Source: an optimization exercise on an open RTL-to-GDS flow (aim: small area). Production flows keep margins and buffers that such runs may drop.
The RTL was checked by simulation tests, not by an equivalence proof against the original design.
No driver is modelled on the clock port, so clock power and skew are understated where the tree is cut down; a real chip needs a root buffer or a tree.
Power is estimated from default activity; no workload was simulated.

==> flow/design.v <==
`timescale 1ns / 1ps
module FPCVT(D, S, E, F);
    input wire [12:0] D;
    output wire S;
    output wire [2:0] E;
    output wire [4:0] F;
    assign S = D[12];
    wire [11:0] y = D[11:0] ^ {12{D[12]}};
    genvar g;
    wire s4 = ~|y[11:8];
    wire [11:3] z4 = s4 ? {y[7:0], 1'b0} : y[11:3];
    wire s2 = ~|z4[11:10];
    wire [11:5] z2 = s2 ? z4[9:3] : z4[11:5];
    wire s1 = ~z2[11];
    wire [11:6] n = s1 ? z2[10:5] : z2[11:6];
    wire e2 = ~s4, e1 = ~s2, e0 = ~s1;
    wire ez = s4 & s2 & s1;
    wire [3:0] f = n[10:7];
    wire r = n[6];
    wire [5:0] st;
    assign st[0] = y[0];
    generate for (g = 1; g < 6; g = g + 1) begin : stk
        assign st[g] = st[g-1] & y[g];
    end endgenerate
    wire [7:0] sv = {st, 2'b11};
    wire [7:0] ss4 = e2 ? (sv >> 4) : sv;
    wire [7:0] ss2 = e1 ? (ss4 >> 2) : ss4;
    wire [7:0] ss1 = e0 ? (ss2 >> 1) : ss2;
    wire sk = ss1[0];
    wire f4 = n[11];
    wire c = ez ? S : (r | (S & sk));
    wire top = e2 & e1 & e0 & (&f);
    wire cc = c & ~top;
    wire c1 = cc & f[0];
    wire c2 = c1 & f[1];
    wire c3 = c2 & f[2];
    wire c4 = c3 & f[3];
    wire [3:0] fi = f ^ {c3, c2, c1, cc};
    wire ovf = c4 & f4;
    wire [2:0] ev = {e2, e1, e0};
    assign E = ev + ovf;
    assign F[4] = f4 | c4;
    assign F[3:0] = fi;
endmodule
`timescale 1ns / 1ps
module fpcvt_top (
    input wire clk,
    input wire [12:0] D,
    output reg S,
    output reg [2:0] E,
    output reg [4:0] F
);
    wire s_c;
    wire [2:0] e_c;
    wire [4:0] f_c;
    reg s_q;
    reg [2:0] e_q;
    reg [4:0] f_q;
    FPCVT conv (.D(D), .S(s_c), .E(e_c), .F(f_c));
    always @(posedge clk) begin
        s_q <= s_c;
        e_q <= e_c;
        f_q <= f_c;
        S <= s_q;
        E <= e_q;
        F <= f_q;
    end
endmodule
==> flow/config.mk <==
export PLATFORM = sky130hd
export DESIGN_NAME = fpcvt_top
export DESIGN_NICKNAME = fpcvt_top
export VERILOG_FILES = /design/flow/design.v
export SDC_FILE = /design/flow/constraint.sdc
export NUM_CORES = 4
export LEC_CHECK = 0
export CAP_MARGIN = 0
export CORE_AREA = 2.5 2.5 69.5 69.5
export CTS_BUF_LIST = sky130_fd_sc_hd__clkbuf_4
export DIE_AREA = 0 0 72 72
export GPL_TIMING_DRIVEN = 0
export PLACE_DENSITY = 0.8
export SLEW_MARGIN = 0
==> flow/constraint.sdc <==
create_clock -name core_clock -period 10.0 [get_ports {clk}]
set_input_delay 2.0000 -clock core_clock [delete_from_list [all_inputs] [get_ports {clk}]]
set_output_delay 2.0000 -clock core_clock [all_outputs]
set_load 0.01 [all_outputs]
standard.sh (not shown) runs the stock make flow with config.mk's settings and CLKGATE_MAP_FILE= SYNTH_SCRIPT=/design/flow/synth_recipe.tcl, a recipe that flattens the netlist after the stock synthesis.
==> flow/flow/run.sh <==
#!/bin/bash
# Own layout flow: the standard flow (standard.sh), with these changes.
#  1. Synthesis is ORFS's synthesis script unchanged except for the ABC script that maps the
#     combinational logic (flow/abc*.abc, area-oriented) and no adder cell mapping, so ABC sees
#     all the logic. Scripts named *_du.abc also keep the weakest four-input cells out of the
#     mapping. Each ABC script is tried; a result is kept only if its registers (names and
#     cell types) are those of the standard synthesis and it is proved equivalent to the
#     standard netlist (flow/eqcheck.tcl). The three smallest kept results, and the two smallest
#     kept *_du results, are placed (standard flow up to repair_design after placement), and
#     the one with the least cell area there, which counts the buffers and resizing its nets
#     need, is laid out. If none is kept, the standard netlist is laid out.
#  2. Ports are buffered with sky130_fd_sc_hd__buf_1.
#  3. After CTS, the clock tree is replaced by a single buffer (flow/onebuf.tcl).
# Each tool's output goes to a log file in this folder.
set -uo pipefail
W=$PWD
F=$W/flow
R=$W/orfs/results/$FLOW_PLATFORM/fpcvt_top/base
REP=$W/orfs/reports/$FLOW_PLATFORM/fpcvt_top/base
LIB=$(ls $FLOW_HOME/platforms/$FLOW_PLATFORM/lib/sky130_fd_sc_hd__tt_025C_1v80.lib)
LAYOUT_ARGS=("BUFFER_PORTS_ARGS=-buffer_cell sky130_fd_sc_hd__buf_1" "POST_CTS_TCL=$F/onebuf.tcl")

# standard synthesis, the reference for registers and function
bash standard.sh synth > $W/synth_standard.log 2>&1 || exit 1
cp $R/1_2_yosys.v $W/std_1_2_yosys.v

regs() { grep -oE '^\s*sky130_fd_sc_hd__[a-z0-9]+_[0-9]+\s+\S+' "$1" | grep -E '__(df|ed|sd|se)' | sed -E 's/_[0-9]+\s+/ /; s/^\s+//' | sort; }
regs $W/std_1_2_yosys.v > $W/regs_std.txt

sed 's|^\(\s*\)log_cmd abc {\*}\$abc_args$|\1log_cmd abc -script $::area_abc_script {*}[lrange $abc_args 2 end]|' \
  $FLOW_HOME/scripts/synth.tcl > $W/synth_area.tcl
# the same, with the weakest four-input cells kept out of the mapping (scripts named *_du.abc)
sed 's|^\(\s*\)log_cmd abc {\*}\$abc_args$|\1log_cmd abc -script $::area_abc_script {*}[lrange $abc_args 2 end] -dont_use sky130_fd_sc_hd__nor4_1 -dont_use sky130_fd_sc_hd__nor4b_1 -dont_use sky130_fd_sc_hd__nand4_1 -dont_use sky130_fd_sc_hd__nand4b_1|' \
  $FLOW_HOME/scripts/synth.tcl > $W/synth_area_du.tcl
: > $W/synth_areas.txt
if grep -q 'area_abc_script' $W/synth_area.tcl && [[ -s $W/regs_std.txt ]]; then
  for a in $F/abc*.abc; do
    k=$(basename $a .abc)
    sa=$W/synth_area.tcl
    [[ $k == *_du ]] && sa=$W/synth_area_du.tcl
    sed "s|@AREA_ABC@|$a|; s|@SYNTH_AREA@|$sa|" $F/mysynth.tcl > $W/mysynth_$k.tcl
    sed "s|SYNTH_SCRIPT=[^ ]*|SYNTH_SCRIPT=$W/mysynth_$k.tcl|" standard.sh > $W/area_$k.sh
    rm -f $R/1_2_yosys.v $REP/synth_stat.txt
    bash $W/area_$k.sh ADDER_MAP_FILE= $R/1_2_yosys.v > $W/synth_$k.log 2>&1 || continue
    [[ -f $R/1_2_yosys.v && -f $REP/synth_stat.txt ]] || continue
    cp $R/1_2_yosys.v $W/${k}_1_2_yosys.v
    regs $W/${k}_1_2_yosys.v > $W/regs_$k.txt
    cmp -s $W/regs_std.txt $W/regs_$k.txt || continue
    EQ_LIB=$LIB EQ_A=$W/std_1_2_yosys.v EQ_B=$W/${k}_1_2_yosys.v EQ_TOP=$FLOW_TOP \
      timeout 600 yosys -c $F/eqcheck.tcl > $W/eqcheck_$k.log 2>&1 || continue
    area=$(grep -E "Chip area for (top )?module" $REP/synth_stat.txt | tail -1 | awk '{print $NF}')
    echo "$k $area" >> $W/synth_areas.txt
  done
fi
# the standard synthesis's files back in place, for the candidates' placements to start from
cp $W/std_1_2_yosys.v $R/1_2_yosys.v
touch -r $R/1_synth.odb $R/1_2_yosys.v

# place the three smallest candidates and the two smallest *_du candidates
: > $W/placed_areas.txt
for k in $( (grep -v '_du ' $W/synth_areas.txt | sort -k2,2g -k1,1 | head -3; grep '_du ' $W/synth_areas.txt | sort -k2,2g -k1,1 | head -2) | awk '{print $1}'); do
  (
    C=$W/cand_$k
    CR=$C/results/$FLOW_PLATFORM/fpcvt_top/base
    mkdir -p $CR
    cp -p $R/* $CR/
    rm -f $CR/1_synth.odb $CR/1_synth.sdc
    cp $W/${k}_1_2_yosys.v $CR/1_2_yosys.v
    touch $CR/1_2_yosys.v
    sed "s|WORK_HOME=[^ ]*|WORK_HOME=$C|" standard.sh > $W/place_$k.sh
    bash $W/place_$k.sh "${LAYOUT_ARGS[@]}" $CR/3_4_place_resized.odb > $W/place_$k.log 2>&1 || exit 0
    AREA_ODB=$CR/3_4_place_resized.odb openroad -no_init -exit $F/area.tcl > $W/area_$k.log 2>&1
    a=$(awk '/^AREA/{print $2}' $W/area_$k.log)
    [[ -n "$a" ]] && echo "$k $a" >> $W/placed_areas.txt
  ) &
done
wait

best=$(sort -k2,2g -k1,1 $W/placed_areas.txt | head -1 | awk '{print $1}')
rm -f $R/1_synth.odb $R/1_synth.sdc
if [[ -n "$best" ]]; then
  echo "using $best" > $W/synth_choice.txt
  cp $W/${best}_1_2_yosys.v $R/1_2_yosys.v
else
  echo "using the standard netlist" > $W/synth_choice.txt
  cp $W/std_1_2_yosys.v $R/1_2_yosys.v
fi
touch $R/1_2_yosys.v
rm -rf $W/cand_*/results/*/*/*/*.odb

bash standard.sh "${LAYOUT_ARGS[@]}" finish > $W/layout.log 2>&1
Other scripts of this flow, unchanged in this note and not shown: flow/flow/abc1.abc, flow/flow/abc2.abc, flow/flow/abc3.abc, flow/flow/abc4.abc, flow/flow/abc5.abc, flow/flow/abc6.abc, flow/flow/abc7_du.abc, flow/flow/abc8_du.abc, flow/flow/abc9_du.abc, flow/flow/area.tcl, flow/flow/eqcheck.tcl, flow/flow/mysynth.tcl, flow/flow/onebuf.tcl
The first run completed with no timing, DRC or antenna violations.
Next try:
--- a/flow/flow/run.sh
+++ b/flow/flow/run.sh
@@ -7,7 +7,8 @@
 #     cell types) are those of the standard synthesis and it is proved equivalent to the
 #     standard netlist (flow/eqcheck.tcl). The three smallest kept results, and the two smallest
-#     kept *_du results, are placed (standard flow up to repair_design after placement), and
-#     the one with the least cell area there, which counts the buffers and resizing its nets
-#     need, is laid out. If none is kept, the standard netlist is laid out.
+#     of those without the weak cells, are placed (standard
+#     flow up to repair_design after placement), and the one with the least cell area there,
+#     which counts the buffers and resizing its nets need, is laid out. If none is kept, the
+#     standard netlist is laid out.
 #  2. Ports are buffered with sky130_fd_sc_hd__buf_1.
 #  3. After CTS, the clock tree is replaced by a single buffer (flow/onebuf.tcl).
@@ -57,5 +58,5 @@
 touch -r $R/1_synth.odb $R/1_2_yosys.v
 
-# place the three smallest candidates and the two smallest *_du candidates
+# place the three smallest candidates and the two smallest without the weak cells candidates
 : > $W/placed_areas.txt
 for k in $( (grep -v '_du ' $W/synth_areas.txt | sort -k2,2g -k1,1 | head -3; grep '_du ' $W/synth_areas.txt | sort -k2,2g -k1,1 | head -2) | awk '{print $1}'); do
@@ -70,6 +71,5 @@
     sed "s|WORK_HOME=[^ ]*|WORK_HOME=$C|" standard.sh > $W/place_$k.sh
     bash $W/place_$k.sh "${LAYOUT_ARGS[@]}" $CR/3_4_place_resized.odb > $W/place_$k.log 2>&1 || exit 0
-    AREA_ODB=$CR/3_4_place_resized.odb openroad -no_init -exit $F/area.tcl > $W/area_$k.log 2>&1
-    a=$(awk '/^AREA/{print $2}' $W/area_$k.log)
+    a=$(AREA_ODB=$CR/3_4_place_resized.odb openroad -no_init -exit $F/area.tcl 2>&1 | awk '/^AREA/{print $2}')
     [[ -n "$a" ]] && echo "$k $a" >> $W/placed_areas.txt
   ) &
Result: The new run completed without violations; setup slack does not change; routed wire length is unchanged; total power does not change; count of clock-buffer cells in the layout stays the same; utilization does not change.

[afterwards: timing with drivers on the ports]
The flow's constraints put no driver on any port. The routed layouts listed below were extracted and timed again, unchanged, in two steps.
Step 1: set_driving_cell puts a clkbuf_16 on clk and a buf_2 on each other input, an assumption about the parent block.
Step 2 adds t to the input delays and takes it off the output delays; t is the mean of the earliest and latest rising clock arrival at the registers after step 1. Input paths then give back, and output paths get back, about the clock's delay inside the block.
a / b / c = ideal / step 1 / step 2; a / b = the first two.
run | t, ns | setup slack, ns | worst hold slack (ns) | worst slew at a driven data input, ns
the first run | 0.151 | 4.108 / 4.105 / 3.954 | 0.338 / 0.338 / 0.338 | 0.04
the second run | 0.151 | 4.108 / 4.105 / 3.954 | 0.338 / 0.338 / 0.338 | 0.04
After both steps setup and hold are still met in every run listed.
